Context: an optimization exercise on an open-source flow, tuned for small area. The choices shown serve that exercise and are no tape-out recipe.
In this exercise RTL edits were held to simulation tests only and were not proved equivalent to the original.
No activity file was given, so power comes from the tool's default toggle rates.

==> design/flow/design.v <==
`timescale 1ns / 1ps
module shr_cell (
   input  cl,
   input  l,
   input  cs,
   input  s,
   input  ch,
   input  q,
   output y
);
assign y = ~((cl & l) | (cs & s) | (ch & q));
endmodule
module shr(
   input        clk,
   input        rst,
   input        phase,
   input        mx,       
   input        sh,       
   input        ld,       
   input  [7:0] ld_x,     
   output       dout,     
   output [7:0] dstr_x    
);
reg  [7:0] r;
wire [7:0] nxt;
wire [7:0] sh_x = {mx, r[7:1]};
wire cl = ld & ~rst;
wire cs = sh & ~ld & ~rst;
wire ch = ~sh & ~ld & ~rst;
genvar i;
generate
   for (i = 0; i < 8; i = i + 1) begin : g_bit
      shr_cell u_cell (
         .cl(cl), .l(ld_x[i]),
         .cs(cs), .s(sh_x[i]),
         .ch(ch), .q(r[i]),
         .y(nxt[i])
      );
   end
endgenerate
always @ (posedge clk)
   r <= nxt;
assign dstr_x = sh_x;
assign dout   = r[0] ^ phase;
endmodule
`timescale 1ns / 1ps
module fifo_cell (
   input  w,
   input  wn,
   input  d,
   input  q,
   output y
);
assign y = ~((wn | d) & (w | q));
endmodule
module fifo_cell3 (
   input  wa,
   input  a,
   input  wb,
   input  b,
   input  wn,
   input  q,
   output y
);
assign y = ~((wa & a) | (wb & b) | (wn & q));
endmodule
module fifo_cell_in (
   input  ca,
   input  cb,
   input  wn,
   input  d,
   input  q,
   output y
);
assign y = ~((ca & d) | (cb & ~d) | (wn & q));
endmodule
module fifo_pick (
   input  o,
   input  b1,
   input  b0,
   output y
);
assign y = ~(o ? b1 : b0);
endmodule
module fifo_rsel (
   input  sn0,
   input  q0,
   input  sn1,
   input  q1,
   output y
);
assign y = ~((sn0 | q0) & (sn1 | q1));
endmodule
module fifo_or8 (
   input  [7:0] t,
   output       y
);
assign y = |t;
endmodule
module srl_fifo #(
   parameter WIDTH=8,
   parameter REV=0,
   parameter BUS=0
   ) (
   input              clk,
   input              rst,
   input              wr,
   input              rd,
   input              rev,
   input              sel,
   input              phase,
   input  [WIDTH-1:0] din_x,
   output [WIDTH-1:0] dor,
   output             empty,
   output             full
);
wire w   = wr;
wire wn  = ~wr;
wire wa  = wr & ~rev;
wire wb  = wr &  rev;
wire ca  = wr & (sel ^ phase);
wire cb  = wr & phase;
reg  [WIDTH-1:0] mem [15:0];
wire [WIDTH-1:0] nxt [15:0];
reg  [4:0] addr;
wire       cnt_up = wr & ~rd;
wire       cnt_dn = rd & ~wr;
wire [4:0] cu, cd;
assign cu[0] = cnt_up;
assign cd[0] = cnt_dn;
genvar gc;
generate
   for (gc = 1; gc < 5; gc = gc + 1) begin : g_cnt
      assign cu[gc] = cu[gc-1] &  addr[gc-1];
      assign cd[gc] = cd[gc-1] & ~addr[gc-1];
   end
endgenerate
always @ (posedge clk)
   addr <= (addr ^ (cu | cd)) | {5{rst}};
assign empty = addr[4];
assign full  = ~addr[4] & (&addr[3:0]);
wire [15:0] seln;
genvar i, b;
generate
   for (i = 0; i < 16; i = i + 1) begin : g_ent
      assign seln[i] = ~(addr[3:0] == i);
      for (b = 0; b < WIDTH; b = b + 1) begin : g_bit
         if (i == 0 && REV != 0 && b < 8) begin : g_rev
            fifo_cell3 u_cell (
               .wa(wa), .a(din_x[b]),
               .wb(wb), .b(din_x[7-b]),
               .wn(wn), .q(mem[0][b]),
               .y(nxt[0][b])
            );
         end else if (i == 0 && BUS != 0) begin : g_bus
            fifo_cell_in u_cell (
               .ca(ca), .cb(cb), .wn(wn),
               .d(din_x[b]),
               .q(mem[0][b]),
               .y(nxt[0][b])
            );
         end else begin : g_fwd
            fifo_cell u_cell (
               .w(w), .wn(wn),
               .d(i == 0 ? din_x[b] : mem[i == 0 ? 0 : i-1][b]),
               .q(mem[i][b]),
               .y(nxt[i][b])
            );
         end
      end
      always @ (posedge clk)
         mem[i] <= nxt[i];
   end
   for (b = 0; b < WIDTH; b = b + 1) begin : g_rd
      wire [7:0] t;
      for (i = 0; i < 8; i = i + 1) begin : g_pair
         fifo_rsel u_sel (
            .sn0(seln[2*i]),   .q0(mem[2*i][b]),
            .sn1(seln[2*i+1]), .q1(mem[2*i+1][b]),
            .y(t[i])
         );
      end
      fifo_or8 u_or (.t(t), .y(dor[b]));
   end
endgenerate
endmodule
`timescale 1ns / 1ps
module spi_if(
   input         clk,       
   input         rst,       
   input  [10:0] din,      
   input         sel,      
   input         rdack,    
   input         cmd,      
   input         wr,       
   input         rd,       
   output [ 8:0] dout,     
   output        ack,      
   output        spi_mosi,
   output        spi_sck,
   output        spi_ss,
   input         spi_miso
);
reg [1:0] spi_mode;        
reg       spi_endianness;  
reg [7:0] spi_baudrate;    
wire        cfg_ld   = cmd & sel & ~rst;
wire        cfg_hold = ~cmd & ~rst;
wire [10:0] cfg_q    = {spi_baudrate, spi_endianness, spi_mode};
wire [10:0] cfg_d;
genvar gi;
generate
   for (gi = 0; gi < 11; gi = gi + 1) begin : g_cfg
      cfg_cell u_cfg (.c1(cfg_ld), .d(din[gi]), .c2(cfg_hold), .q(cfg_q[gi]), .y(cfg_d[gi]));
   end
endgenerate
always @ (posedge clk)
begin
   spi_mode       <= cfg_d[ 1:0];
   spi_endianness <= cfg_d[ 2:2];
   spi_baudrate   <= cfg_d[10:3];
end
reg phase;
always @ (posedge clk)
begin
   if (rst)
      phase <= 1'b1;
   else
      phase <= ~phase;
end
wire sck_cntr_en = ~spi_ss;
reg [7:0] sck_cntr;
wire sck_match = (sck_cntr == spi_baudrate);
wire [7:0] sck_carry;
assign sck_carry[0] = sck_cntr_en;
genvar gc;
generate
   for (gc = 1; gc < 8; gc = gc + 1) begin : g_carry
      assign sck_carry[gc] = sck_carry[gc-1] & sck_cntr[gc-1];
   end
endgenerate
wire       sck_clr   = rst | sck_match;
always @ (posedge clk)
   sck_cntr <= (sck_cntr ^ sck_carry) & {8{~sck_clr}};
reg spi_sck_reg;
always @ (posedge clk)
begin
   if (rst)
      spi_sck_reg <= 1'b0;
   else if(~sck_cntr_en)
      spi_sck_reg <= 1'b0;
   else if(sck_match)
      spi_sck_reg <= ~spi_sck_reg;
end
assign spi_sck = (spi_mode[1] == 1'b0) ? (spi_sck_reg & ~spi_ss) : (~spi_sck_reg & spi_ss);
wire sck_tick     = sck_match & sck_cntr_en;
wire spi_sck_rise = ~spi_sck_reg & sck_tick;
wire spi_sck_fall =  spi_sck_reg & sck_tick;
wire spi_step     = spi_mode[0] ? spi_sck_rise : spi_sck_fall;
reg [3:0] state;
localparam S_IDLE = 4'b0000;    
localparam S_DATA = 4'b0001;    
localparam S_STOP = 4'b0010;    
localparam S_WAIT = 4'b0011;    
localparam S_ZERO = 4'b1000;    
localparam S_LAST = 4'b1111;    
wire wr_fifo_empty, wr_fifo_full;
wire [10:0] wr_fifo_dout;
reg spi_tx_stop, spi_rx;
wire st_bits = state[3];
wire st_idle = ~state[3] & ~state[1] & ~state[0];
wire st_data = ~state[3] & ~state[1] &  state[0];
wire st_stop = ~state[3] &  state[1] & ~state[0];
wire st_wait = ~state[3] &  state[1] &  state[0];
wire st_last = &state;
wire start_tx = st_idle & ~wr_fifo_empty & wr_fifo_dout[8];
wire stop_tx  = spi_mode[0] ? (st_last & spi_sck_rise & spi_tx_stop)
                            : (st_stop & spi_sck_rise);
wire read_rx  = st_last & spi_step;
wire next_tx  = read_rx & ~wr_fifo_empty & ~spi_tx_stop;
wire spi_load = start_tx | next_tx;
always @ (posedge clk)
begin
   if(rst)
      state <= S_IDLE;
   else if (st_bits) begin
      if (spi_step) begin
         if (~st_last)
            state <= state + 1'b1;
         else if (~spi_tx_stop)
            state <= wr_fifo_empty ? S_WAIT : S_ZERO;
         else
            state <= spi_mode[0] ? S_IDLE : S_STOP;
      end
   end
   else if (st_idle) begin
      if (start_tx)
         state <= spi_mode[0] ? S_DATA : S_ZERO;
   end
   else if (st_data) begin
      if (spi_step)
         state <= S_ZERO;
   end
   else if (st_wait) begin
      if (~wr_fifo_empty)
         state <= S_ZERO;
   end
   else begin  
      if (spi_sck_rise)
         state <= S_IDLE;
   end
end
wire spi_shr_sh = st_bits & ~st_last & spi_step;
wire wr_fifo_wr = wr & ~wr_fifo_full;
wire [10:0] wr_fifo_or;
srl_fifo #(
   .WIDTH(11),
   .BUS(1)
) wr_fifo (
   .clk(clk),
   .rst(rst),
   .wr(wr_fifo_wr),
   .rd(spi_load),
   .rev(1'b0),
   .sel(sel),
   .phase(phase),
   .din_x(din),
   .dor(wr_fifo_or),
   .empty(wr_fifo_empty),
   .full(wr_fifo_full)
);
assign wr_fifo_dout[10:8] = ~(wr_fifo_or[10:8] ^ {3{phase}});
assign wr_fifo_dout[7:0]  = ~wr_fifo_or[7:0];
wire [7:0] wr_fifo_dout_ordered = spi_endianness ? wr_fifo_dout[7:0]
                                                 : {wr_fifo_dout[0], wr_fifo_dout[1],
                                                    wr_fifo_dout[2], wr_fifo_dout[3],
                                                    wr_fifo_dout[4], wr_fifo_dout[5],
                                                    wr_fifo_dout[6], wr_fifo_dout[7]};
always @ (posedge clk)
begin
   if(spi_load) begin
      spi_tx_stop  <= wr_fifo_dout[ 9];
      spi_rx       <= wr_fifo_dout[10];
   end
end
wire [7:0] spi_shr_dstr_x;
wire rd_fifo_empty, rd_fifo_full;
wire [7:0] rd_fifo_or;
reg  rd_fifo_rd;
wire rd_fifo_wr = read_rx & ~rd_fifo_full & spi_rx;
srl_fifo #(
   .WIDTH(8),
   .REV(1)
) rd_fifo (
   .clk(clk),
   .rst(rst),
   .wr(rd_fifo_wr),
   .rd(rd_fifo_rd),
   .rev(~spi_endianness),
   .sel(1'b0),
   .phase(phase),
   .din_x(spi_shr_dstr_x),
   .dor(rd_fifo_or),
   .empty(rd_fifo_empty),
   .full(rd_fifo_full)
);
wire rd_show  = rdack & ~rd_fifo_empty;
wire rd_show1 = ~(rd_show &  phase);
wire rd_show0 = ~(rd_show & ~phase);
genvar gk;
generate
   for (gk = 0; gk < 8; gk = gk + 1) begin : g_out
      fifo_pick u_pick (.o(rd_fifo_or[gk]), .b1(rd_show1), .b0(rd_show0), .y(dout[gk]));
   end
endgenerate
assign dout[8] = rdack & rd_fifo_empty;
always @ (posedge clk)
begin
   if(rst)
      rd_fifo_rd <= 1'b0;
   else
      rd_fifo_rd <= (rd & ~rd_fifo_empty);
end
reg ack_reg;
always @ (posedge clk)
begin
   if(rst)
      ack_reg <= 1'b0;
   else
      ack_reg <= wr_fifo_wr | rd | cmd;
end
assign ack = ack_reg;
shr spi_shr (
   .clk(clk),
   .rst(rst),
   .phase(phase),
   .mx(spi_miso ^ phase),
   .sh(spi_shr_sh),
   .ld(spi_load),
   .ld_x(wr_fifo_dout_ordered),
   .dout(spi_mosi),
   .dstr_x(spi_shr_dstr_x)
);
reg spi_ss_reg;  
always @ (posedge clk)
begin
   if(rst)
      spi_ss_reg <= 1'b1;
   else if(stop_tx)
      spi_ss_reg <= 1'b1;
   else if(start_tx)
      spi_ss_reg <= 1'b0;
end
assign spi_ss = spi_ss_reg;
endmodule
module cfg_cell (
   input  c1,
   input  d,
   input  c2,
   input  q,
   output y
);
assign y = (c1 & d) | (c2 & q);
endmodule
`timescale 1ns / 1ps
module wishbone_if(
   input         clk,       
   input         rst,       
   input  [31:0] wb_addr,   
   input         wb_we,     
   input         wb_stb,   
   input         wb_cyc,   
   input  [31:0] wb_dout,   
   output        wb_ack,    
   output [10:0] dout,      
   output        sel,       
   output        rdack,     
   output        cmd,       
   output        wr,        
   output        rd,        
   input         ack        
);
wire select = wb_stb & wb_cyc;
reg [1:0] select_reg;
always @ (posedge clk)
begin
   if(rst)
      select_reg <= 2'b0;
   else
      select_reg <= {select_reg[0], select};
end
wire select_rise = select_reg[0] & ~select_reg[1];
wire addr_base = ~(|wb_addr[31:6]) & ~(|wb_addr[3:0]);
wire addr_data = addr_base & ~wb_addr[5] &  wb_addr[4];
wire addr_cmd  = addr_base &  wb_addr[5] & ~wb_addr[4];
assign wb_ack = select & ack;
assign rdack  = select & ~wb_we & ack;
assign dout   = wb_dout[10:0];
assign sel    = select;
assign cmd    = addr_cmd  & select_rise &  wb_we;
assign wr     = addr_data & select_rise &  wb_we;
assign rd     = addr_data & select_rise & ~wb_we;
endmodule
`timescale 1ns / 1ps
module top_level(
   input         clk,
   input         rst,
   input  [31:0] wb_addr,   
   input         wb_we,     
   input         wb_stb,   
   input         wb_cyc,   
   input  [31:0] wb_dout,   
   output [31:0] wb_din,    
   output        wb_ack,    
   output        spi_mosi,
   output        spi_sck,
   output        spi_ss,
   input         spi_miso
);
wire [10:0] dout;
wire [ 8:0] din;
wire sel, rdack, cmd, wr, rd, ack;
assign wb_din = {23'b0, din};
wishbone_if wishbone_interface (
   .clk(clk), 
   .rst(rst), 
   .wb_addr(wb_addr), 
   .wb_we(wb_we), 
   .wb_stb(wb_stb), 
   .wb_cyc(wb_cyc), 
   .wb_dout(wb_dout), 
   .wb_ack(wb_ack), 
   .dout(dout), 
   .sel(sel), 
   .rdack(rdack), 
   .cmd(cmd), 
   .wr(wr), 
   .rd(rd), 
   .ack(ack)
);
spi_if spi_interface (
   .clk(clk),
   .rst(rst),
   .din(dout),
   .sel(sel),
   .rdack(rdack),
   .cmd(cmd),
   .wr(wr),
   .rd(rd),
   .dout(din),
   .ack(ack),
   .spi_mosi(spi_mosi),
   .spi_sck(spi_sck),
   .spi_ss(spi_ss),
   .spi_miso(spi_miso)
);
endmodule
==> design/flow/flow/run.sh <==
#!/bin/bash
# Own flow: the standard layout, but synthesis maps logic with an
# area-oriented ABC script (flow/area.abc). Each tool's output goes to a log
# file in the work folder.
set -euo pipefail
W=$(pwd)
export OWN_WORK=$W
export OWN_ABC_SCRIPT=$W/flow/area.abc
make -C "$FLOW_HOME" DESIGN_CONFIG="$W/config.mk" WORK_HOME="$W/orfs" CLKGATE_MAP_FILE= \
  SYNTH_SCRIPT="$W/flow/own_synth.tcl" synth > "$W/own_synth.log" 2>&1
export BUFFER_PORTS_ARGS="-buffer_cell sky130_fd_sc_hd__buf_1"
bash standard.sh > "$W/standard.log" 2>&1
==> design/flow/flow/area.abc <==
strash
dch
amap
topo
==> design/flow/flow/own_synth.tcl <==
proc abc {args} {
  set i [lsearch -exact $args -script]
  if {$i >= 0} { lset args [expr {$i + 1}] $::env(OWN_ABC_SCRIPT) }
  yosys abc {*}$args
}
source $::env(OWN_WORK)/synth_recipe.tcl
==> design/flow/standard.sh <==
#!/bin/bash
# synth_recipe.tcl (not shown) runs the flow's synth.tcl, then flattens the netlist and writes it again
# the make line also repeats each setting of config.mk as NAME=value (left out here)
make -C /OpenROAD-flow-scripts/flow DESIGN_CONFIG=/design/flow/config.mk WORK_HOME=/design/flow/orfs CLKGATE_MAP_FILE= SYNTH_SCRIPT=/design/flow/synth_recipe.tcl "${@:-finish}"
==> design/flow/config.mk <==
export PLATFORM = sky130hd
export DESIGN_NAME = top_level
export DESIGN_NICKNAME = top_level
export VERILOG_FILES = /design/flow/design.v
export SDC_FILE = /design/flow/constraint.sdc
export NUM_CORES = 4
export LEC_CHECK = 0
export ABC_AREA = 1
export CAP_MARGIN = 0
export CORE_MARGIN = 2
export CORE_UTILIZATION = 72
export CTS_BUF_LIST = sky130_fd_sc_hd__clkbuf_8
export CTS_CLUSTER_DIAMETER = 60
export CTS_CLUSTER_SIZE = 18
export SLEW_MARGIN = 0
export SYNTH_HIERARCHICAL = 1
==> design/flow/constraint.sdc <==
create_clock -name core_clock -period 3.5 [get_ports {clk}]
set_input_delay 0.7000 -clock core_clock [delete_from_list [all_inputs] [get_ports {clk}]]
set_output_delay 0.7000 -clock core_clock [all_outputs]
set_load 0.01 [all_outputs]
==> run_results.csv, run 1 <==
group,metric,value,unit
clock_tree,cts_tree,"built",
detailed_routing,drtPass1Iterations,7,
final_layout,nFillCells,1064,
final_layout,largest_register_ffs,176,
sta,period_needed,3.41,ns
final_layout,stdcell_area,0.0136,mm2
detailed_routing,drcViolationCount,0,
die,die_x,135,um
grt,grt_pass1_wl,45700,um
final_layout,final_cells,1549,
clock_tree,clk_path_buf_depth,3,
clock_tree,cts_sinks,354,
worst_setup_path,worstSetupEndpointType,"output pin",
placed_design,dpl.hpwl,18800,um
run_status,status,"no timing/DRC/antenna violations",
placed_design,dp_slack,-0.0244,ns
sta,finalCritPeriodShare,97.4,%
grt,grt_max_degree,167,
power_and_ir_drop,power_density,436,mW/mm2
detailed_routing,wl_per_cell,18.7,um
sta,hold_viol,0,
sta,worstMarginPinSlew,1.16,ns
placed_design,place_congestion,0.891,
die,ios,106,
grt,overflow,0,
placed_design,place_inst,1503,
die,dieArea,0.0182,mm2
detailed_routing,vias,10693,
clock_tree,path_clk_slew,0.10,ns
die,core_area,0.0166,mm2
run,drv_cap,0,
detailed_routing,viasPerCell,6.90,
final_layout,finish.utilization,81.6,%
worst_setup_path,crit_path_start_kind,"register",
die,die_height,135,um
logic_synthesis,synth_area,0.0123,mm2
sta,fmax,293,MHz
power_and_ir_drop,leakagePower,5.03,nW
sta,slew_viol_final,0,
worst_setup_path,arrival,2.71,ns
sta,fin_worst_skew,0.0200,ns
detailed_routing,wl,28900,um
final_layout,antenna_cells,0,
placed_design,place_area,0.0130,mm2
die,row_count,47,
power_and_ir_drop,ir_drop,354,uV
clock_tree,clock_latency,0.56,ns
worst_setup_path,worstSetupPathType,"register to output pin",
die,start_util,74.0,%
worst_setup_path,crit_fanout,10,
final_layout,drive_gt1_share,9.10,%
clock_tree,numCtsBuffers,23,
final_layout,syn2layout_area_growth,10.3,%
grt,grt_use_total,30.3,%
clock_tree,cts_max_level,1,
final_layout,top_register,"spi_interface.wr_fifo.mem",
placed_design,io_buffers,61,
logic_synthesis,ys.warnings.count,15,
logic_synthesis,avgSynthCellArea,10.3,um2
clock_tree,cts_root_buffer,"clkbuf_8",
sta,slew_headroom,22.5,%
detailed_routing,drt-initial-drc-count,1127,
final_layout,layout.nets,1407,
sta,final-setup-viol-count,0,
logic_synthesis,synthCells,1198,
final_layout,largest_registers,"spi_interface.wr_fifo.mem x176, spi_interface.rd_fifo.mem x128",
worst_setup_path,required,2.80,ns
detailed_routing,ant_nets,0,
grt,grt_pass1_vias,9392,
sta,hold_ws,0.403,ns
grt,antenna_found_initial,0,
sta,finalWorstSetupSlack,0.0909,ns
hold_path,hp-class,"primary input to register",
## critical path, stage by stage, from the launching register on
cell and delay, ns:
dfxtp_1 0.35, clkinv_1 0.28, nand4_1 0.41, o22ai_1 0.12
nor4_1 0.46, nand2_1 0.17, o22ai_1 0.19, buf_1 0.17
## worst paths after layout
kind,from,end,slack [ns],depth (start not counted)
max reg2reg,spi_interface.wr_fifo.addr[1],spi_interface.wr_fifo.addr[3],0.30,15
min reg2reg,wishbone_interface.select_reg[0],wishbone_interface.select_reg[1],0.43,2
max,spi_interface.rd_fifo.addr[0],wb_din[6],0.09,7
min,wb_dout[9],spi_interface.wr_fifo.mem[0][9],0.40,3
## stage by stage
| stage | TNS, ns | power [mW] |
|---|---|---|
| after floorplan | -1408.05 | 4.21 |
| after global placement | 0 | 4.21 |
| after detailed placement | -0.0244 | 4.21 |
| after CTS | 0 | 5.94 |
| after global routing | -0.000371 | 6.09 |
| final | 0 | 5.92 |
## final cells by class
class,instances,area (um2),area share (%)
Clock buffer,24,330,2.43
Clock inverter,5,23.8,0.175
Inverter,58,230,1.69
Multi-Input combinational cell,766,4900,36.1
Sequential cell,354,7110,52.3
Tap cell,220,275,2.03
Timing Repair Buffer,122,712,5.24
## per-layer routing
| layer | GRT usage [%] | vias up | part of all wire, % |
|---|---|---|---|
| met4 | 7.37 | 0 | 1.9 |
| met5 | 0 | - | 0 |
| met2 | 47.7 | 447 | 45 |
| met1 | 44.2 | 5035 | 45 |
| li1 | - | 5162 | - |
| met3 | 4.77 | 49 | 7.6 |
## cells in the final DEF, fill, tap and decap left out, drive strengths merged, types with 15 or more instances in the layout
cell type / instances
nand2: 30
nor4: 46
buf: 122
a21oi: 16
conb: 23
dfxtp: 352
a222oi: 28
nand4: 18
clkinv: 54
nand3: 23
nor3: 15
o22ai: 458
nor2: 26
clkbuf: 24
o21ai: 19
## report_power, final
part           internal, mW  total [mW]  switching, mW
logic                0.0242      0.0729         0.0488
registers              4.04        4.05        0.00956
clock network         0.628        1.80           1.18
total                  4.69        5.92           1.23
## what timing repair did
action                                 in CTS  in global routing
cloned                                      0                  0
gates resized for setup                     7                 13
pin swaps                                   4                  1
endpoints found under the hold margin       0                  0
hold buffers                                0                  0
setup endpoints to repair                   8                 20
buffers inserted                           13                  4
==> run 2, diff against run 1 <==
--- a/design/flow/config.mk
+++ b/design/flow/config.mk
@@ -9,8 +9,9 @@
 export CAP_MARGIN = 0
 export CORE_MARGIN = 2
-export CORE_UTILIZATION = 72
+export CORE_UTILIZATION = 70
 export CTS_BUF_LIST = sky130_fd_sc_hd__clkbuf_8
 export CTS_CLUSTER_DIAMETER = 60
 export CTS_CLUSTER_SIZE = 18
+export GPL_ROUTABILITY_DRIVEN = 0
 export SLEW_MARGIN = 0
 export SYNTH_HIERARCHICAL = 1
==> run_results.csv, run 2 <==
group,metric,value,unit
run_status,status,"no timing/DRC/antenna violations",
worst_setup_path,required,2.80,ns
worst_setup_path,cp_slowest_stage_delay,0.47,ns
clock_tree,cts_max_level,1,
power_and_ir_drop,swShare,20.9,%
hold_path,hp-class,"primary input to register",
detailed_routing,wl_per_cell,18.3,um
detailed_routing,drcViolationCount,0,
clock_tree,clk_path_buf_depth,3,
sta,fmax,299,MHz
worst_setup_path,cp_top_family,"simple AND/OR/NAND/NOR gates",
sta,finalCritPeriodShare,95.5,%
worst_setup_path,crit_path_start_kind,"register",
grt,overflow,0,
worst_setup_path,worst_path_max_delay_cell,"nor4_1",
run,drv_cap,0,
die,die_height,137,um
final_layout,final_cell_mix,"o22ai_1, dfxtp_1, buf_1, buf_4, clkinv_1",
sta,slew_headroom,23.4,%
clock_tree,clock_latency,0.56,ns
detailed_routing,vias,10466,
die,start_util,71.5,%
worst_setup_path,worstPathCellList,"clkinv_2, nand4_1, o22ai_1, nor4_1, nand2_1, o22ai_1, buf_1",
final_layout,nFillCells,1171,
die,core_area,0.0172,mm2
clock_tree,path_clk_slew,0.10,ns
detailed_routing,drt-initial-drc-count,1065,
grt,grt_pass1_wl,43800,um
clock_tree,cts_root_buffer,"clkbuf_8",
power_and_ir_drop,p_int,4.66,mW
sta,period_needed,3.34,ns
hold_path,hold_depth,3,
detailed_routing,wl,28400,um
power_and_ir_drop,leakagePower,4.99,nW
grt,grt_pass1_vias,8799,
final_layout,largest_registers,"spi_interface.wr_fifo.mem x176, spi_interface.rd_fifo.mem x128",
detailed_routing,drtPass1Iterations,9,
worst_setup_path,crit_path_frequent_cell,"o22ai_1",
sta,slew_viol_final,0,
die,row_count,48,
sta,setup_tns,0,ns
worst_setup_path,crit_fanout,9,
power_and_ir_drop,power_density,435,mW/mm2
final_layout,syn2layout_area_growth,10.0,%
detailed_routing,viasPerCell,6.77,
power_and_ir_drop,p_sw,1.23,mW
worst_setup_path,r2r_slack,0.19,ns
worst_setup_path,worstSetupEndpointType,"output pin",
final_layout,antenna_cells,0,
final_layout,largest_register_ffs,176,
power_and_ir_drop,ir_drop,360,uV
power_and_ir_drop,power_frac_comb,1.2,%
worst_setup_path,rr_worst_depth,14,
sta,worstMarginPinSlew,1.15,ns
placed_design,place_area,0.0130,mm2
power_and_ir_drop,clockPowerShare,30.2,%
die,die_x,137,um
worst_setup_path,arrival,2.64,ns
die,dieArea,0.0187,mm2
final_layout,top_register,"spi_interface.wr_fifo.mem",
worst_setup_path,reg2reg_to,"spi_interface.wr_fifo.addr[4]",
logic_synthesis,avgSynthCellArea,10.3,um2
grt,antenna_found_initial,1,
placed_design,dpl.hpwl,18300,um
worst_setup_path,critPathBufInv,2,
final_layout,stdcell_area,0.0136,mm2
sta,final-setup-viol-count,0,
final_layout,layout.nets,1401,
worst_setup_path,worstSetupPathType,"register to output pin",
sta,hold_viol,0,
logic_synthesis,ys.warnings.count,15,
clock_tree,cts_sinks,354,
die,ios,106,
hold_path,hold_end,"spi_interface.wr_fifo.mem[0][5]",
final_layout,layout_commonest_cell,"o22ai_1",
hold_path,min-delay-start,"wb_dout[5]",
final_layout,finish.utilization,78.6,%
worst_setup_path,r2r-start,"spi_interface.wr_fifo.addr[1]",
logic_synthesis,synth_area,0.0123,mm2
grt,grt_max_degree,167,
clock_tree,cts_tree,"built",
grt,grt_use_total,28.7,%
logic_synthesis,synthCells,1198,
sta,fin_worst_skew,0.0176,ns
placed_design,io_buffers,61,
power_and_ir_drop,p_seq_share,68.6,%
clock_tree,numCtsBuffers,23,
detailed_routing,ant_nets,0,
final_layout,drive_gt1_share,8.40,%
run 2: per-stage QoR:
step | std cells | total power [mW] | hold slack (ns) | setup WS [ns]
after global routing | 1546 | 6.06 | 0.392 | -0.0332
after detailed placement | 1506 | 4.21 | 0.413 | -0.0291
after floorplan | 1220 | 4.21 | 0.396 | -5.61
final | 1546 | 5.90 | 0.404 | 0.158
after global placement | 1506 | 4.21 | 0.404 | 0.0233
after CTS | 1542 | 5.93 | 0.374 | 0.0578
run 2: worst max path at each step:
| stage | from | endpoint | slack [ns] | cells after the start |
|---|---|---|---|---|
| floorplan | wb_addr[25] | spi_interface.wr_fifo.mem[0][0] | -5.61 | 10 |
| global placement | wb_addr[21] | spi_interface.wr_fifo.addr[4] | 0.02 | 15 |
| detailed placement | wb_addr[21] | spi_interface.wr_fifo.addr[4] | -0.03 | 15 |
| CTS | spi_interface.rd_fifo.addr[1] | wb_din[5] | 0.06 | 7 |
| global route | spi_interface.wr_fifo.addr[1] | spi_interface.wr_fifo.addr[4] | -0.03 | 16 |
| finish | spi_interface.rd_fifo.addr[2] | wb_din[5] | 0.16 | 7 |
run 2: timing repair:
item | in CTS | in global routing
endpoints found under the setup margin | 8 | 21
buffers inserted | 9 | 4
hold buffers | 0 | 0
hold endpoints to repair | 0 | 0
pin swaps | 4 | 2
resized for setup | 8 | 12
run 2: worst min-delay path: stages:
cell and delay, ns:
buf_1 0.11, clkinv_1 0.05, a222oi_1 0.05
run 2: layout make-up:
type | instances | area, um2 | share of cell area, %
multi-input combinational | 766 | 4910 | 36.2
timing repair buffer | 116 | 679 | 5.01
sequential | 354 | 7110 | 52.5
clock inverter | 4 | 22.5 | 0.166
inverter | 58 | 231 | 1.71
tap | 225 | 282 | 2.08
clock buffer | 23 | 317 | 2.34
run 2: power groups by stage:
stage / Combinational, mW / Clock, mW / Sequential (mW)
floorplan: 0.0730 / 0 / 4.14
detailed placement: 0.0711 / 0 / 4.14
CTS: 0.0715 / 1.81 / 4.05
global placement: 0.0699 / 0 / 4.14
finish: 0.0726 / 1.78 / 4.05
global route: 0.0817 / 1.93 / 4.05
run 2: routing by layer:
layer  share of wire (%)  up-vias  track usage [%]
li1                    -     5127                -
met3                 7.0       52             3.67
met1                  46     4880             43.3
met4                 2.1        2             7.87
met2                  45      405             43.5
met5               0.046        -                0
==> run 3, diff against run 2 <==
--- a/design/flow/flow/run.sh
+++ b/design/flow/flow/run.sh
@@ -10,3 +10,4 @@
   SYNTH_SCRIPT="$W/flow/own_synth.tcl" synth > "$W/own_synth.log" 2>&1
 export BUFFER_PORTS_ARGS="-buffer_cell sky130_fd_sc_hd__buf_1"
+export GPL_KEEP_OVERFLOW=0
 bash standard.sh > "$W/standard.log" 2>&1
--- a/design/flow/config.mk
+++ b/design/flow/config.mk
@@ -13,5 +13,4 @@
 export CTS_CLUSTER_DIAMETER = 60
 export CTS_CLUSTER_SIZE = 18
-export GPL_ROUTABILITY_DRIVEN = 0
 export SLEW_MARGIN = 0
 export SYNTH_HIERARCHICAL = 1
==> run_results.csv, run 3 <==
group,metric,value,unit
worst_setup_path,crit_path_start_kind,"register",
sta,fmax,297,MHz
power_and_ir_drop,ir_drop,332,uV
logic_synthesis,synthCells,1198,
sta,finalWorstSetupSlack,0.132,ns
placed_design,place_congestion,0.865,
run,drv_cap,0,
sta,period_needed,3.37,ns
worst_setup_path,cp_slowest_stage_delay,0.42,ns
detailed_routing,drcViolationCount,0,
placed_design,dp_slack,-1.76,ns
grt,grt_pass1_wl,46900,um
run_status,status,"no timing/DRC/antenna violations",
worst_setup_path,rr_worst_depth,16,
clock_tree,cts_max_level,1,
final_layout,largest_registers,"spi_interface.wr_fifo.mem x176, spi_interface.rd_fifo.mem x128",
final_layout,antenna_cells,0,
die,core_area,0.0172,mm2
final_layout,final_cells,1545,
sta,hold_viol,0,
worst_setup_path,r2r_slack,0.16,ns
final_layout,top_register,"spi_interface.wr_fifo.mem",
worst_setup_path,critPathBufInv,3,
worst_setup_path,r2r-start,"spi_interface.rd_fifo.addr[3]",
sta,slew_headroom,20.5,%
final_layout,syn2layout_area_growth,13.6,%
detailed_routing,drt-initial-drc-count,1286,
worst_setup_path,crit_path_frequent_cell,"o22ai_1",
final_layout,layout_commonest_cell,"o22ai_1",
clock_tree,hold_buffers,0,
detailed_routing,drtPass1Iterations,9,
worst_setup_path,required,2.80,ns
detailed_routing,ant_nets,0,
final_layout,drive_gt1_share,10.8,%
worst_setup_path,worstPathCellList,"clkinvlp_4, nor2_4, nand3_2, o22ai_1, nor4_4, nand2_1, clkinv_1, o22ai_1, buf_1",
detailed_routing,viasPerCell,7.01,
worst_setup_path,arrival,2.67,ns
clock_tree,cts_root_buffer,"clkbuf_8",
worst_setup_path,worstSetupEndpointType,"output pin",
die,dieArea,0.0187,mm2
final_layout,layout.nets,1400,
die,die_x,137,um
placed_design,dpl.hpwl,18400,um
sta,hold_ws,0.391,ns
final_layout,largest_register_ffs,176,
power_and_ir_drop,finalPower,5.92,mW
detailed_routing,wl_per_cell,20.0,um
worst_setup_path,worst_path_max_delay_cell,"dfxtp_2",
sta,worstMarginPinSlew,1.19,ns
hold_path,min-delay-start,"wb_dout[6]",
sta,setup_tns,0,ns
clock_tree,clock_latency,0.57,ns
power_and_ir_drop,power_density,423,mW/mm2
die,die_height,137,um
worst_setup_path,reg2reg_to,"spi_interface.rd_fifo.addr[4]",
sta,slew_viol_final,0,
grt,overflow,0,
detailed_routing,wl,31000,um
worst_setup_path,crit_fanout,8,
final_layout,final_cell_mix,"o22ai_1, dfxtp_1, buf_1, clkinv_1, buf_4",
die,start_util,71.5,%
logic_synthesis,ys.warnings.count,15,
hold_path,hold_end,"spi_interface.wr_fifo.mem[0][6]",
worst_setup_path,worstSetupPathType,"register to output pin",
logic_synthesis,avgSynthCellArea,10.3,um2
die,row_count,48,
grt,grt_max_degree,67,
sta,final-setup-viol-count,0,
hold_path,hold_depth,3,
power_and_ir_drop,leakagePower,5.15,nW
clock_tree,cts_tree,"built",
sta,finalCritPeriodShare,96.2,%
clock_tree,path_clk_slew,0.11,ns
detailed_routing,vias,10832,
clock_tree,cts_sinks,354,
grt,grt_pass1_vias,9349,
hold_path,hp-class,"primary input to register",
sta,fin_worst_skew,0.0251,ns
grt,grt_use_total,31.0,%
worst_setup_path,cp_top_family,"simple AND/OR/NAND/NOR gates",
clock_tree,numCtsBuffers,23,
placed_design,io_buffers,61,
die,ios,106,
grt,antenna_found_initial,0,
logic_synthesis,synth_area,0.0123,mm2
placed_design,place_inst,1475,
clock_tree,clk_path_buf_depth,3,
-- run 3: cell types whose count changed in the layout (fill, tap and decap cells not counted), moves of 6 or more --
cell / change
buf_4: -18
nand3_1: -8
nor4_1: -7
buf_12: +6
nor4_2: +6
-- run 3: area by class of cell --
class                   count  area, um2
clock buffers              23        317
clock inverters             4       23.8
fillers                  1085       3250
inverters                  58        277
multi-input cells         766       5100
flip-flops and latches    354       7130
well taps                 225        282
repair buffers            114        852
repair inverters            1       16.3
-- run 3: timing repair --
item / 4_1_cts / 5_1_grt
buffers inserted: 27 / 12
gates cloned: 2 / 3
resized for setup: 47 / 29
endpoints found under the setup margin: 281 / 45
pin swaps: 13 / 7
-- run 3: per-layer routing --
| metal | track usage (%) | up-vias | wire length [um] |
|---|---|---|---|
| li1 | - | 5115 | - |
| met1 | 44.7 | 5115 | 13700 |
| met2 | 47.7 | 511 | 14000 |
| met3 | 4.81 | 91 | 2490 |
| met4 | 10.5 | 0 | 840 |
| met5 | 0 | - | 0 |
-- run 3: worst max path at each step --
stage | from | to | cells after the start
after floorplan | wb_addr[25] | spi_interface.wr_fifo.mem[0][0] | 10
after global placement | wb_addr[21] | spi_interface.wr_fifo.mem[0][0] | 11
after detailed placement | wb_addr[21] | spi_interface.wr_fifo.mem[0][6] | 14
after CTS | spi_interface.wr_fifo.addr[3] | spi_interface.wr_fifo.addr[4] | 18
after global routing | spi_interface.rd_fifo.addr[3] | spi_interface.rd_fifo.addr[4] | 16
final | spi_interface.rd_fifo.addr[3] | wb_din[7] | 9
-- run 3: metrics by stage --
step | cell area (um2) | util (%)
4_1_cts | 13700 | 79.5
5_1_grt | 14000 | 81.2
3_5_place_dp | 12900 | 74.7
2_1_floorplan | 12500 | -
6_report | 14000 | 81.2
3_3_place_gp | 12700 | 73.6
-- run 3: worst reg2reg max path, cell delays in order (launching register included) --
cell,delay (ns)
dfxtp_2,0.42
clkinvlp_4,0.19
nor2_4,0.25
nand3_4,0.23
nor2_1,0.25
nor4b_4,0.08
buf_4,0.17
buf_12,0.15
buf_12,0.17
clkinv_16,0.13
ha_1,0.22
clkinv_1,0.07
nor3_1,0.24
o22a_1,0.20
o21ai_0,0.16
a21oi_1,0.17
o21ai_0,0.12
-- run 3: power by group --
| part | switching [mW] | leakage, nW | internal (mW) |
|---|---|---|---|
| logic | 0.0508 | 1.87 | 0.0233 |
| clock network | 1.19 | 0.180 | 0.604 |
| registers | 0.0104 | 3.10 | 4.03 |
| total | 1.25 | 5.15 | 4.66 |
==> run 4, diff against run 3 <==
--- a/design/flow/flow/run.sh
+++ b/design/flow/flow/run.sh
@@ -10,4 +10,4 @@
   SYNTH_SCRIPT="$W/flow/own_synth.tcl" synth > "$W/own_synth.log" 2>&1
 export BUFFER_PORTS_ARGS="-buffer_cell sky130_fd_sc_hd__buf_1"
-export GPL_KEEP_OVERFLOW=0
+export REMOVE_ABC_BUFFERS=1
 bash standard.sh > "$W/standard.log" 2>&1
==> run_results.csv, run 4 <==
group,metric,value,unit
sta,slew_viol_final,0,
logic_synthesis,avgSynthCellArea,10.3,um2
detailed_routing,viasPerCell,6.81,
worst_setup_path,required,2.80,ns
worst_setup_path,worstSetupEndpointType,"output pin",
sta,final-setup-viol-count,0,
logic_synthesis,synth_area,0.0123,mm2
final_layout,final_cell_mix,"o22ai_1, dfxtp_1, buf_1, buf_4, clkinv_1",
placed_design,place_area,0.0130,mm2
worst_setup_path,crit_path_frequent_cell,"o22ai_1",
placed_design,dp_slack,-0.0132,ns
clock_tree,hold_buffers,0,
final_layout,antenna_cells,0,
run_status,status,"no timing/DRC/antenna violations",
worst_setup_path,worst_path_max_delay_cell,"nor4_1",
worst_setup_path,arrival,2.65,ns
detailed_routing,wl,28700,um
power_and_ir_drop,power_density,433,mW/mm2
die,core_area,0.0172,mm2
worst_setup_path,cp_top_family,"simple AND/OR/NAND/NOR gates",
grt,grt_pass1_vias,9021,
grt,antenna_found_initial,0,
power_and_ir_drop,ir_drop,439,uV
sta,rsz0062_at_grt,"no",
final_layout,register_area,0.00711,mm2
worst_setup_path,critPathBufInv,2,
sta,hold_ws,0.401,ns
die,start_util,71.5,%
sta,hold_viol,0,
final_layout,layout.nets,1406,
final_layout,top_register,"spi_interface.wr_fifo.mem",
worst_setup_path,worstSetupPathType,"register to output pin",
final_layout,stdcell_area,0.0135,mm2
worst_setup_path,worstPathCellList,"clkinv_1, nand3_2, o22ai_1, nor4_1, nand2_1, o22ai_1, buf_1",
worst_setup_path,crit_path_start_kind,"register",
run,drv_cap,0,
detailed_routing,drcViolationCount,0,
sta,fin_worst_skew,0.0192,ns
placed_design,dpl.hpwl,18700,um
final_layout,multi_input_area,0.00485,mm2
detailed_routing,wl_per_cell,18.5,um
final_layout,finish.utilization,78.5,%
sta,slew_headroom,48.3,%
sta,setup_tns,0,ns
worst_setup_path,cp_slowest_stage_delay,0.55,ns
final_layout,layout_commonest_cell,"o22ai_1",
sta,finalWorstSetupSlack,0.145,ns
logic_synthesis,synthCells,1198,
clock_tree,cts_max_level,1,
die,ios,106,
final_layout,largest_registers,"spi_interface.wr_fifo.mem x176, spi_interface.rd_fifo.mem x128",
power_and_ir_drop,finalPower,5.87,mW
logic_synthesis,ys.warnings.count,15,
worst_setup_path,crit_fanout,10,
clock_tree,cts_sinks,354,
final_layout,syn2layout_area_growth,9.88,%
die,dieArea,0.0187,mm2
placed_design,place_inst,1509,
detailed_routing,drt-initial-drc-count,1082,
clock_tree,clock_latency,0.55,ns
sta,fmax,298,MHz
die,die_height,137,um
final_layout,nFillCells,1184,
clock_tree,cts_tree,"built",
final_layout,drive_gt1_share,8.08,%
sta,period_needed,3.35,ns
clock_tree,numCtsBuffers,23,
detailed_routing,drtPass1Iterations,6,
clock_tree,path_clk_slew,0.11,ns
die,die_x,137,um
clock_tree,clk_path_buf_depth,3,
detailed_routing,ant_nets,0,
power_and_ir_drop,leakagePower,5.02,nW
clock_tree,cts_root_buffer,"clkbuf_8",
placed_design,io_buffers,61,
final_layout,final_cells,1549,
grt,grt_max_degree,167,
grt,overflow,0,
die,row_count,48,
hold_path,hp-class,"primary input to register",
sta,worstMarginPinSlew,0.772,ns
grt,grt_pass1_wl,45300,um
placed_design,place_congestion,0.896,
detailed_routing,vias,10548,
final_layout,largest_register_ffs,176,
sta,finalCritPeriodShare,95.9,%
grt,grt_use_total,29.9,%
## run 4: worst min-delay path: cells and delay by family
family,cells,cell delay (ns)
AO/OA/AOI/OAI,1,0.05
buffers and inverters,2,0.15
## run 4: routing by layer
metal | GRT usage (%) | share of wire, % | routed length [um]
met3 | 3.52 | 7.0 | 2010
met5 | 0 | 0 | 0
met4 | 6.94 | 2.0 | 562
met2 | 46.2 | 44 | 12700
met1 | 44.9 | 47 | 13400
## run 4: layout make-up
type,instances,area share (%)
Sequential cell,354,52.5
Multi-Input combinational cell,766,35.9
Timing Repair Buffer,121,5.39
Clock buffer,23,2.34
Tap cell,225,2.08
Inverter,58,1.70
Clock inverter,2,0.0924
## run 4: final timing paths
kind,from,endpoint,slack (ns),depth (start not counted)
worst max-delay path,spi_interface.rd_fifo.addr[0],wb_din[0],0.15,7
worst min-delay path,wb_dout[10],spi_interface.wr_fifo.mem[0][10],0.40,3
worst max register to register,spi_interface.wr_fifo.addr[1],spi_interface.wr_fifo.addr[4],0.29,17
worst min register to register,wishbone_interface.select_reg[0],wishbone_interface.select_reg[1],0.42,2
## run 4: report_power, final
part	switching [mW]	internal [mW]
Clock	1.15	0.601
Sequential	0.00958	4.04
Combinational	0.0463	0.0234
Total	1.21	4.66
## run 4: timing repair
action                     CTS  global route
setup buffers                1            14
resized for setup            9            16
setup endpoints to repair    8            33
pin swaps                    4             8
gates cloned                 0             0
==> run 5, diff against run 4 <==
--- a/design/flow/flow/run.sh
+++ b/design/flow/flow/run.sh
@@ -10,4 +10,3 @@
   SYNTH_SCRIPT="$W/flow/own_synth.tcl" synth > "$W/own_synth.log" 2>&1
 export BUFFER_PORTS_ARGS="-buffer_cell sky130_fd_sc_hd__buf_1"
-export REMOVE_ABC_BUFFERS=1
 bash standard.sh > "$W/standard.log" 2>&1
==> run_results.csv, run 5 <==
group,metric,value,unit
run_status,status,"no timing/DRC/antenna violations",
placed_design,place_congestion,0.907,
grt,grt_pass1_vias,8799,
sta,worstMarginPinSlew,1.15,ns
final_layout,syn2layout_area_growth,10.0,%
placed_design,dpl.hpwl,18300,um
die,ios,106,
die,dieArea,0.0187,mm2
detailed_routing,wl_per_cell,18.3,um
die,die_x,137,um
logic_synthesis,ys.warnings.count,15,
worst_setup_path,worstSetupEndpointType,"output pin",
grt,overflow,0,
worst_setup_path,worst_path_max_delay_cell,"nor4_1",
worst_setup_path,crit_path_start_kind,"register",
logic_synthesis,avgSynthCellArea,10.3,um2
final_layout,antenna_cells,0,
detailed_routing,ant_nets,0,
final_layout,largest_registers,"spi_interface.wr_fifo.mem x176, spi_interface.rd_fifo.mem x128",
sta,finalWorstSetupSlack,0.158,ns
sta,fin_worst_skew,0.0176,ns
final_layout,finish.utilization,78.6,%
final_layout,nFillCells,1171,
sta,hold_ws,0.404,ns
power_and_ir_drop,power_density,435,mW/mm2
logic_synthesis,synthCells,1198,
sta,setup_tns,0,ns
clock_tree,numCtsBuffers,23,
power_and_ir_drop,leakagePower,4.99,nW
logic_synthesis,synth_area,0.0123,mm2
run,drv_cap,0,
worst_setup_path,crit_fanout,9,
detailed_routing,drcViolationCount,0,
final_layout,top_register,"spi_interface.wr_fifo.mem",
clock_tree,cts_root_buffer,"clkbuf_8",
grt,grt_pass1_wl,43800,um
sta,slew_viol_final,0,
final_layout,final_cells,1546,
detailed_routing,vias,10466,
clock_tree,cts_tree,"built",
hold_path,hp-class,"primary input to register",
die,start_util,71.5,%
clock_tree,clk_path_buf_depth,3,
clock_tree,cts_sinks,354,
power_and_ir_drop,ir_drop,360,uV
final_layout,drive_gt1_share,8.40,%
grt,grt_max_degree,167,
worst_setup_path,worstPathCellList,"clkinv_2, nand4_1, o22ai_1, nor4_1, nand2_1, o22ai_1, buf_1",
worst_setup_path,required,2.80,ns
sta,hold_viol,0,
power_and_ir_drop,finalPower,5.90,mW
clock_tree,hold_buffers,0,
grt,antenna_found_initial,1,
die,die_height,137,um
final_layout,final_cell_mix,"o22ai_1, dfxtp_1, buf_1, buf_4, clkinv_1",
worst_setup_path,cp_slowest_stage_delay,0.47,ns
sta,fmax,299,MHz
sta,final-setup-viol-count,0,
placed_design,io_buffers,61,
detailed_routing,wl,28400,um
final_layout,stdcell_area,0.0136,mm2
placed_design,dp_slack,-0.0291,ns
placed_design,place_inst,1506,
sta,slew_headroom,23.4,%
clock_tree,cts_max_level,1,
sta,finalCritPeriodShare,95.5,%
sta,period_needed,3.34,ns
worst_setup_path,worstSetupPathType,"register to output pin",
die,core_area,0.0172,mm2
clock_tree,path_clk_slew,0.10,ns
final_layout,largest_register_ffs,176,
detailed_routing,drtPass1Iterations,9,
final_layout,layout.nets,1401,
placed_design,place_area,0.0130,mm2
die,row_count,48,
grt,grt_use_total,28.7,%
final_layout,layout_commonest_cell,"o22ai_1",
detailed_routing,viasPerCell,6.77,
detailed_routing,drt-initial-drc-count,1065,
worst_setup_path,arrival,2.64,ns
clock_tree,clock_latency,0.56,ns
worst_setup_path,crit_path_frequent_cell,"o22ai_1",
==> run 5: critical path, delay by kind of cell, from the launching register on <==
kind	cells	cell delay, ns
AO/OA/AOI/OAI	2	0.32
AND/OR/NAND/NOR	3	1.01
flip-flops	1	0.43
buffers and inverters	2	0.32
==> run 5: final timing paths <==
check | start | to | slack [ns] | cells after the start
max | spi_interface.rd_fifo.addr[2] | wb_din[5] | 0.16 | 7
min | wb_dout[5] | spi_interface.wr_fifo.mem[0][5] | 0.40 | 3
max reg2reg | spi_interface.wr_fifo.addr[1] | spi_interface.wr_fifo.addr[4] | 0.19 | 14
min reg2reg | wishbone_interface.select_reg[0] | wishbone_interface.select_reg[1] | 0.43 | 2
==> run 5: per-layer routing <==
| layer | vias to the layer above | track usage (%) | part of all wire (%) |
|---|---|---|---|
| li1 | 5127 | - | - |
| met1 | 4880 | 43.3 | 46 |
| met2 | 405 | 43.5 | 45 |
| met3 | 52 | 3.67 | 7.0 |
| met4 | 2 | 7.87 | 2.1 |
| met5 | - | 0 | 0.046 |
==> run 5: area by class of cell <==
type / instances / area (um2) / area share [%]
Sequential cell: 354 / 7110 / 52.5
Multi-Input combinational cell: 766 / 4910 / 36.2
Timing Repair Buffer: 116 / 679 / 5.01
Clock buffer: 23 / 317 / 2.34
Tap cell: 225 / 282 / 2.08
Inverter: 58 / 231 / 1.71
Clock inverter: 4 / 22.5 / 0.166
==> run 5: timing repair <==
item	in CTS	in global routing
endpoints found under the setup margin	8	21
pin swaps	4	2
setup buffers	9	4
cloned	0	0
gates resized for setup	8	12
==> run 5: report_power, final <==
| group | total (mW) | switching [mW] | internal, mW |
|---|---|---|---|
| registers | 4.05 | 0.00998 | 4.04 |
| logic | 0.0726 | 0.0485 | 0.0241 |
| clock network | 1.78 | 1.18 | 0.603 |
| total | 5.90 | 1.23 | 4.66 |
==> run 6, diff against run 5 <==
--- a/design/flow/config.mk
+++ b/design/flow/config.mk
@@ -11,6 +11,6 @@
 export CORE_UTILIZATION = 70
 export CTS_BUF_LIST = sky130_fd_sc_hd__clkbuf_8
-export CTS_CLUSTER_DIAMETER = 60
-export CTS_CLUSTER_SIZE = 18
+export CTS_CLUSTER_DIAMETER = 45
+export CTS_CLUSTER_SIZE = 20
 export SLEW_MARGIN = 0
 export SYNTH_HIERARCHICAL = 1
==> run_results.csv, run 6 <==
group,metric,value,unit
sta,hold_viol,0,
final_layout,top_register,"spi_interface.wr_fifo.mem",
power_and_ir_drop,power_density,490,mW/mm2
clock_tree,cts_root_buffer,"clkbuf_8",
sta,final-setup-viol-count,0,
sta,slew_headroom,21.3,%
detailed_routing,ant_nets,0,
die,start_util,71.5,%
logic_synthesis,synthCells,1198,
placed_design,io_buffers,61,
detailed_routing,viasPerCell,6.70,
final_layout,largest_registers,"spi_interface.wr_fifo.mem x176, spi_interface.rd_fifo.mem x128",
placed_design,dp_slack,-0.0291,ns
worst_setup_path,critPathBufInv,2,
clock_tree,path_clk_slew,0.09,ns
clock_tree,cts_tree,"built",
grt,grt_pass1_wl,45300,um
worst_setup_path,worstPathCellList,"clkinv_2, nand4_1, o22ai_1, nor4_1, nand2_1, o22ai_1, buf_1",
detailed_routing,vias,10585,
worst_setup_path,cp_slowest_stage_delay,0.44,ns
run_status,status,"no timing/DRC/antenna violations",
final_layout,syn2layout_area_growth,13.3,%
final_layout,multi_input_area,0.00490,mm2
power_and_ir_drop,leakagePower,5.21,nW
grt,antenna_found_initial,1,
clock_tree,clk_path_buf_depth,3,
final_layout,register_area,0.00711,mm2
power_and_ir_drop,finalPower,6.84,mW
run,drv_cap,0,
detailed_routing,wl,28900,um
worst_setup_path,required,2.80,ns
sta,fmax,301,MHz
worst_setup_path,crit_fanout,9,
logic_synthesis,avgSynthCellArea,10.3,um2
die,die_x,137,um
final_layout,layout_commonest_cell,"o22ai_1",
worst_setup_path,worst_path_max_delay_cell,"dfxtp_2",
worst_setup_path,worstSetupEndpointType,"output pin",
sta,hold_ws,0.421,ns
worst_setup_path,cp_top_family,"simple AND/OR/NAND/NOR gates",
die,dieArea,0.0187,mm2
grt,overflow,0,
grt,grt_max_degree,167,
detailed_routing,drt-initial-drc-count,1085,
final_layout,layout.nets,1412,
sta,setup_tns,0,ns
placed_design,place_congestion,0.907,
worst_setup_path,crit_path_frequent_cell,"o22ai_1",
sta,finalCritPeriodShare,94.8,%
worst_setup_path,arrival,2.62,ns
detailed_routing,wl_per_cell,18.3,um
clock_tree,cts_sinks,354,
sta,slew_viol_final,0,
placed_design,dpl.hpwl,18300,um
power_and_ir_drop,ir_drop,503,uV
final_layout,finish.utilization,81.0,%
logic_synthesis,synth_area,0.0123,mm2
die,row_count,48,
final_layout,nFillCells,1116,
detailed_routing,drtPass1Iterations,8,
clock_tree,clock_latency,0.55,ns
logic_synthesis,ys.warnings.count,15,
hold_path,hp-class,"register to register",
die,ios,106,
grt,grt_use_total,29.9,%
die,die_height,137,um
final_layout,final_cell_mix,"o22ai_1, dfxtp_1, buf_1, clkinv_1, buf_4",
sta,worstMarginPinSlew,1.18,ns
final_layout,drive_gt1_share,10.6,%
detailed_routing,drcViolationCount,0,
worst_setup_path,crit_path_start_kind,"register",
worst_setup_path,worstSetupPathType,"register to output pin",
sta,fin_worst_skew,0.0296,ns
sta,finalWorstSetupSlack,0.182,ns
clock_tree,numCtsBuffers,36,
clock_tree,cts_max_level,2,
final_layout,largest_register_ffs,176,
final_layout,antenna_cells,0,
sta,period_needed,3.32,ns
grt,grt_pass1_vias,9052,
die,core_area,0.0172,mm2
[run 6: cell types whose count changed in the layout (fill, tap and decap cells not counted), moves of 2 or more]
cell / previous run / this run
clkinv_2: 6 / 9
inv_6: 0 / 4
buf_4: 52 / 50
inv_8: 0 / 3
clkbuf_8: 23 / 44
[run 6: power breakdown]
group          switching, mW  total (mW)  internal [mW]  leakage, nW
Sequential           0.00999        4.05           4.04         3.10
Combinational         0.0486      0.0727         0.0242         1.70
Clock                   1.45        2.72           1.27        0.406
[run 6: path summary, 6_finish.rpt]
kind	start	to	slack, ns	cells after the start
worst max-delay path	spi_interface.rd_fifo.addr[2]	wb_din[5]	0.18	7
worst min-delay path	wishbone_interface.select_reg[0]	wishbone_interface.select_reg[1]	0.42	2
worst max register to register	spi_interface.wr_fifo.addr[3]	spi_interface.wr_fifo.addr[4]	0.21	16
worst min register to register	wishbone_interface.select_reg[0]	wishbone_interface.select_reg[1]	0.42	2
[run 6: per-stage QoR]
step | std cells | cell area (um2)
5_1_grt | 1579 | 14000
4_1_cts | 1577 | 13900
3_5_place_dp | 1506 | 13000
2_1_floorplan | 1220 | 12500
3_3_place_gp | 1506 | 13000
6_report | 1579 | 14000
[run 6: tightest hold or removal path: stages (launching register included)]
cell and delay (ns):
dfxtp_1 0.30, clkinv_1 0.04, nor2_1 0.04
[run 6: timing repair]
action | in CTS | in global routing
pin swaps | 5 | 0
gates resized for setup | 8 | 11
buffers inserted | 9 | 2
hold buffers | 0 | 0
cloned | 0 | 0
endpoints found under the setup margin | 8 | 22
[run 6: cell type report]
| cell class | instances | area share (%) |
|---|---|---|
| Clock inverter | 18 | 1.18 |
| Inverter | 58 | 1.66 |
| Multi-Input combinational cell | 766 | 35.1 |
| Timing Repair Buffer | 114 | 4.76 |
| Clock buffer | 44 | 4.34 |
| Sequential cell | 354 | 50.9 |
| Tap cell | 225 | 2.02 |
[run 6: metal layers]
metal	GRT usage, %	up-vias	share of wire, %
met3	5.70	60	7.8
met5	0	-	0.045
met4	9.78	2	2.2
li1	-	5185	-
met1	44.3	4928	45
met2	44.2	410	45
==> run 7, diff against run 6 <==
--- a/design/flow/design.v
+++ b/design/flow/design.v
@@ -83,4 +83,11 @@
 assign y = ~(o ? b1 : b0);
 endmodule
+module fifo_sel (
+   input  a,
+   input  b,
+   output yn
+);
+assign yn = ~(a & b);
+endmodule
 module fifo_rsel (
    input  sn0,
@@ -141,8 +148,17 @@
 assign full  = ~addr[4] & (&addr[3:0]);
 wire [15:0] seln;
+wire [3:0]  dec_lo, dec_hi;
+assign dec_lo[0] = ~addr[1] & ~addr[0];
+assign dec_lo[1] = ~addr[1] &  addr[0];
+assign dec_lo[2] =  addr[1] & ~addr[0];
+assign dec_lo[3] =  addr[1] &  addr[0];
+assign dec_hi[0] = ~addr[3] & ~addr[2];
+assign dec_hi[1] = ~addr[3] &  addr[2];
+assign dec_hi[2] =  addr[3] & ~addr[2];
+assign dec_hi[3] =  addr[3] &  addr[2];
 genvar i, b;
 generate
    for (i = 0; i < 16; i = i + 1) begin : g_ent
-      assign seln[i] = ~(addr[3:0] == i);
+      fifo_sel u_seln (.a(dec_lo[i % 4]), .b(dec_hi[i / 4]), .yn(seln[i]));
       for (b = 0; b < WIDTH; b = b + 1) begin : g_bit
          if (i == 0 && REV != 0 && b < 8) begin : g_rev
--- a/design/flow/config.mk
+++ b/design/flow/config.mk
@@ -11,6 +11,6 @@
 export CORE_UTILIZATION = 70
 export CTS_BUF_LIST = sky130_fd_sc_hd__clkbuf_8
-export CTS_CLUSTER_DIAMETER = 45
-export CTS_CLUSTER_SIZE = 20
+export CTS_CLUSTER_DIAMETER = 60
+export CTS_CLUSTER_SIZE = 18
 export SLEW_MARGIN = 0
 export SYNTH_HIERARCHICAL = 1
==> run_results.csv, run 7 <==
group,metric,value,unit
run_status,status,"no timing/DRC/antenna violations",
placed_design,io_buffers,61,
final_layout,layout_commonest_cell,"o22ai_1",
worst_setup_path,required,2.80,ns
worst_setup_path,r2r-start,"spi_interface.wr_fifo.addr[1]",
clock_tree,clk_path_buf_depth,3,
detailed_routing,viasPerCell,6.69,
placed_design,dp_slack,0.182,ns
die,ios,106,
detailed_routing,dr_wl_met2,12400,um
hold_path,min-delay-start,"wb_dout[8]",
placed_design,dpl.hpwl,18400,um
clock_tree,numCtsBuffers,23,
sta,fin_worst_skew,0.0181,ns
final_layout,largest_registers,"spi_interface.wr_fifo.mem x176, spi_interface.rd_fifo.mem x128",
final_layout,layout.nets,1393,
grt,grt_max_degree,166,
worst_setup_path,worstSetupEndpointType,"output pin",
final_layout,syn2layout_area_growth,8.06,%
grt,overflow,0,
grt,grt_pass1_wl,43100,um
worst_setup_path,worstSetupPathType,"register to output pin",
die,die_height,137,um
clock_tree,clock_latency,0.55,ns
detailed_routing,wl_met1,12900,um
final_layout,final_cell_mix,"o22ai_1, dfxtp_1, nand2_1, buf_1, clkinv_1",
detailed_routing,topRoutingLayerUsed,"met4",
final_layout,drive_gt1_share,6.02,%
logic_synthesis,avgSynthCellArea,10.1,um2
placed_design,place_congestion,0.878,
die,core_area,0.0172,mm2
detailed_routing,wl_per_cell,17.7,um
sta,worstMarginPinSlew,1.17,ns
hold_path,hp-class,"primary input to register",
worst_setup_path,crit_path_start_kind,"register",
detailed_routing,ant_nets,0,
clock_tree,cts_setup_buffers,0,
sta,fmax,300,MHz
detailed_routing,drtPass1Iterations,6,
sta,hold_viol,0,
detailed_routing,wl_met3,1190,um
logic_synthesis,synth_area,0.0123,mm2
sta,finalCritPeriodShare,95.2,%
detailed_routing,drt-initial-drc-count,1029,
sta,slew_headroom,21.8,%
power_and_ir_drop,finalPower,5.89,mW
clock_tree,cts_root_buffer,"clkbuf_8",
grt,grt_pass1_vias,8883,
sta,slew_viol_final,0,
clock_tree,cts_sinks,354,
power_and_ir_drop,power_density,443,mW/mm2
worst_setup_path,cp-startpoint,"spi_interface.rd_fifo.addr[0]",
sta,rsz0062_at_grt,"no",
final_layout,antenna_cells,0,
grt,grt_use_total,28.0,%
clock_tree,cts_tree,"built",
detailed_routing,vias,10285,
final_layout,largest_register_ffs,176,
worst_setup_path,arrival,2.63,ns
logic_synthesis,ys.warnings.count,15,
grt,antenna_found_initial,0,
logic_synthesis,synthCells,1214,
worst_setup_path,crit_fanout,8,
run,drv_cap,0,
sta,period_needed,3.33,ns
sta,final-setup-viol-count,0,
die,dieArea,0.0187,mm2
detailed_routing,drcViolationCount,0,
clock_tree,cts_max_level,1,
die,start_util,71.4,%
clock_tree,hold_buffers,0,
detailed_routing,wl,27300,um
clock_tree,path_clk_slew,0.11,ns
die,die_x,137,um
power_and_ir_drop,ir_drop,388,uV
power_and_ir_drop,leakagePower,4.91,nW
die,row_count,48,
final_layout,top_register,"spi_interface.wr_fifo.mem",
sta,finalWorstSetupSlack,0.167,ns
run 7: worst paths after layout:
path                                      end  slack (ns)  cells after the start
max                                 wb_din[1]        0.17                      9
min           spi_interface.wr_fifo.mem[0][8]        0.41                      3
max reg2reg     spi_interface.wr_fifo.addr[4]        0.26                     15
min reg2reg  wishbone_interface.select_reg[1]        0.43                      2
run 7: metrics by stage:
stage	setup TNS, ns	std cells	util (%)	cell area (um2)	hold WS [ns]
after floorplan	-1407.56	1236	-	12500	0.396
after global placement	0	1511	75.0	12900	0.404
after detailed placement	0	1511	75.0	12900	0.417
after CTS	0	1537	77.0	13300	0.391
after global routing	0	1537	77.2	13300	0.414
final	0	1537	77.2	13300	0.414
run 7: final cells by class:
class	instances	area (um2)
Multi-Input combinational cell	784	4880
Sequential cell	354	7110
Clock inverter	3	15.0
Clock buffer	23	317
Timing Repair Buffer	92	487
Fill cell	1260	3930
Tap cell	225	282
Inverter	56	216
run 7: critical path: stages (launching register included):
cell and delay [ns]:
dfxtp_1 0.44, clkinv_1 0.22, nor2_2 0.26, nand2_1 0.26, o22ai_1 0.27, nor4_1 0.10
nand2_1 0.10, clkinv_1 0.06, o22ai_1 0.17, buf_1 0.19
run 7: metal layers:
layer	global-route usage, %	vias to the layer above
met2	44.4	282
met5	0	-
met1	40.7	4869
li1	-	5084
met4	7.87	0
met3	3.11	50
run 7: what timing repair did:
action	4_1_cts	5_1_grt
resized for setup	1	14
setup endpoints to repair	1	19
endpoints found under the hold margin	0	0
run 7: where the power goes:
group	switching (mW)	internal, mW
combinational	0.0483	0.0240
sequential	0.00958	4.04
clock	1.17	0.601
==> run 8, diff against run 7 <==
--- a/design/flow/flow/run.sh
+++ b/design/flow/flow/run.sh
@@ -10,3 +10,4 @@
   SYNTH_SCRIPT="$W/flow/own_synth.tcl" synth > "$W/own_synth.log" 2>&1
 export BUFFER_PORTS_ARGS="-buffer_cell sky130_fd_sc_hd__buf_1"
+export REMOVE_ABC_BUFFERS=1
 bash standard.sh > "$W/standard.log" 2>&1
--- a/design/flow/config.mk
+++ b/design/flow/config.mk
@@ -9,5 +9,5 @@
 export CAP_MARGIN = 0
 export CORE_MARGIN = 2
-export CORE_UTILIZATION = 70
+export CORE_UTILIZATION = 74
 export CTS_BUF_LIST = sky130_fd_sc_hd__clkbuf_8
 export CTS_CLUSTER_DIAMETER = 60
==> run_results.csv, run 8 <==
group,metric,value,unit
placed_design,place_congestion,0.950,
sta,slew_headroom,42.7,%
sta,period_needed,3.37,ns
grt,antenna_found_initial,0,
placed_design,io_buffers,61,
sta,fmax,296,MHz
grt,grt_pass1_vias,9155,
final_layout,layout.nets,1395,
power_and_ir_drop,clockPowerShare,31.2,%
die,ios,106,
sta,hold_viol,0,
grt,grt_pass1_wl,44800,um
final_layout,drive_gt1_share,6.08,%
grt,grt_max_degree,166,
final_layout,largest_registers,"spi_interface.wr_fifo.mem x176, spi_interface.rd_fifo.mem x128",
run_status,status,"no timing/DRC/antenna violations",
logic_synthesis,ys.warnings.count,15,
worst_setup_path,crit_fanout,8,
worst_setup_path,required,2.80,ns
sta,slew_viol_final,0,
worst_setup_path,arrival,2.67,ns
power_and_ir_drop,p_sw,1.26,mW
sta,rsz0062_at_grt,"yes",
die,die_height,133,um
final_layout,top_register,"spi_interface.wr_fifo.mem",
final_layout,layout_commonest_cell,"o22ai_1",
detailed_routing,drtPass1Iterations,6,
logic_synthesis,avgSynthCellArea,10.1,um2
grt,top_usage_layer,"met2",
grt,grtUsageMet2,48.8,%
power_and_ir_drop,ir_drop,448,uV
clock_tree,path_clk_slew,0.10,ns
run,drv_cap,0,
placed_design,dp_slack,0.173,ns
final_layout,stdcell_area,0.0133,mm2
die,die_x,133,um
detailed_routing,viasPerCell,6.77,
detailed_routing,wl_per_cell,18.3,um
detailed_routing,wl,28100,um
sta,final-setup-viol-count,0,
grt,grt_use_total,30.3,%
power_and_ir_drop,power_frac_comb,1.1,%
clock_tree,numCtsBuffers,24,
clock_tree,cts_tree,"built",
worst_setup_path,worstSetupPathType,"register to output pin",
sta,worstMarginPinSlew,0.860,ns
worst_setup_path,crit_path_start_kind,"register",
grt,overflow,0,
sta,finalCritPeriodShare,96.4,%
clock_tree,cts_setup_buffers,0,
placed_design,place_area,0.0129,mm2
die,dieArea,0.0177,mm2
logic_synthesis,synth_area,0.0123,mm2
power_and_ir_drop,swShare,21.1,%
logic_synthesis,synthCells,1214,
grt,use_met3,4.71,%
detailed_routing,drt-initial-drc-count,1383,
hold_path,hp-class,"primary input to register",
final_layout,largest_register_ffs,176,
sta,setup_tns,0,ns
power_and_ir_drop,power_density,449,mW/mm2
power_and_ir_drop,leakagePower,4.93,nW
placed_design,dpl.hpwl,18500,um
die,row_count,47,
final_layout,antenna_cells,0,
die,core_area,0.0164,mm2
clock_tree,cts_max_level,1,
final_layout,syn2layout_area_growth,8.19,%
detailed_routing,drcViolationCount,0,
clock_tree,hold_buffers,0,
clock_tree,clock_latency,0.57,ns
power_and_ir_drop,p_seq_share,67.6,%
die,start_util,75.0,%
final_layout,final_cell_mix,"o22ai_1, dfxtp_1, nand2_1, buf_1, clkinv_1",
sta,fin_worst_skew,0.0293,ns
worst_setup_path,worstSetupEndpointType,"output pin",
grt,use_met1,43.5,%
sta,finalWorstSetupSlack,0.126,ns
power_and_ir_drop,p_int,4.72,mW
detailed_routing,vias,10403,
detailed_routing,ant_nets,0,
clock_tree,clk_path_buf_depth,3,
clock_tree,cts_root_buffer,"clkbuf_8",
clock_tree,cts_sinks,354,
==> run 8: layout make-up <==
class	instances	area [um2]
timing repair buffer	93	507
clock buffer	25	344
multi-input combinational	784	4840
sequential	354	7110
tap	220	275
clock inverter	4	32.5
inverter	56	218
fill	1081	3090
==> run 8: layer usage <==
layer  wire length (um)  up-vias  share of wire, %
li1                   -     5088                 -
met2              13100      360                47
met5                  0        -                 0
met1              12700     4912                45
met3               1890       43               6.7
met4                413        0               1.5
==> run 8: worst paths after layout <==
path	start	to	slack [ns]	depth (start not counted)
setup / recovery	spi_interface.rd_fifo.addr[1]	wb_din[6]	0.13	9
hold / removal	wb_dout[6]	spi_interface.wr_fifo.mem[0][6]	0.38	3
setup reg to reg	spi_interface.wr_fifo.addr[1]	spi_interface.wr_fifo.addr[4]	0.33	15
hold reg to reg	wishbone_interface.select_reg[0]	wishbone_interface.select_reg[1]	0.43	2
==> run 8: worst max-delay path, cell delays in order, from the launching register on <==
cell and delay [ns]:
dfxtp_1 0.44, clkinv_1 0.21, nor2_2 0.33, nand2_1 0.26
o22ai_1 0.24, nor4_1 0.09, nand2_1 0.11, clkinv_1 0.08
o22ai_1 0.14, buf_1 0.19
==> run 8: repair_timing <==
item                       4_1_cts  5_1_grt
gates resized for setup          2       20
setup endpoints to repair        8       23
pin swaps                        0        0
==> run 8: power by group through the flow <==
stage / Sequential (mW) / Combinational, mW / Clock [mW]
2_1_floorplan: 4.14 / 0.0312 / 0
3_3_place_gp: 4.14 / 0.0653 / 0
3_5_place_dp: 4.14 / 0.0668 / 0
4_1_cts: 4.05 / 0.0670 / 1.90
5_1_grt: 4.05 / 0.0758 / 2.03
6_report: 4.05 / 0.0680 / 1.87
==> run 8: metrics by stage <==
| step | util (%) | hold slack [ns] | power, mW | cells |
|---|---|---|---|---|
| after global routing | 81.2 | 0.387 | 6.15 | 1536 |
| after detailed placement | 78.5 | 0.416 | 4.21 | 1507 |
| after global placement | 78.5 | 0.404 | 4.20 | 1507 |
| after CTS | 80.8 | 0.355 | 6.01 | 1536 |
| after floorplan | - | 0.396 | 4.17 | 1194 |
| final | 81.2 | 0.382 | 5.98 | 1536 |

## port drivers added, routing unchanged
The results above use ideal ports. As a check the final layouts listed here were re-extracted and re-timed, cells and wires unchanged.
Step 1 sets driving cells, clkbuf_16 on the clock port and buf_2 on the other inputs (assumed; they add their load-dependent delay and slew).
Step 2 times the ports against the registers' clock, not the clock port: input delays grow and output delays shrink by t, the midpoint of the rising clock arrivals with the driver on.
Slacks: ideal / step 1 / step 2; pairs: ideal / step 1.
run | shift t [ns] | slack for setup (ns)
run 1 | 0.592 | 0.091 / 0.050 / -0.043
run 2 | 0.597 | 0.158 / 0.112 / -0.027
run 3 | 0.603 | 0.132 / 0.091 / -0.340
run 4 | 0.583 | 0.145 / 0.102 / 0.053
run 5 | 0.597 | 0.158 / 0.112 / -0.027
run 6 | 0.574 | 0.182 / 0.140 / -0.088
run 7 | 0.583 | 0.167 / 0.129 / 0.186
run 8 | 0.591 | 0.126 / 0.090 / 0.171
Met with ideal ports but missed after step 2: setup timing in 5 of these runs.
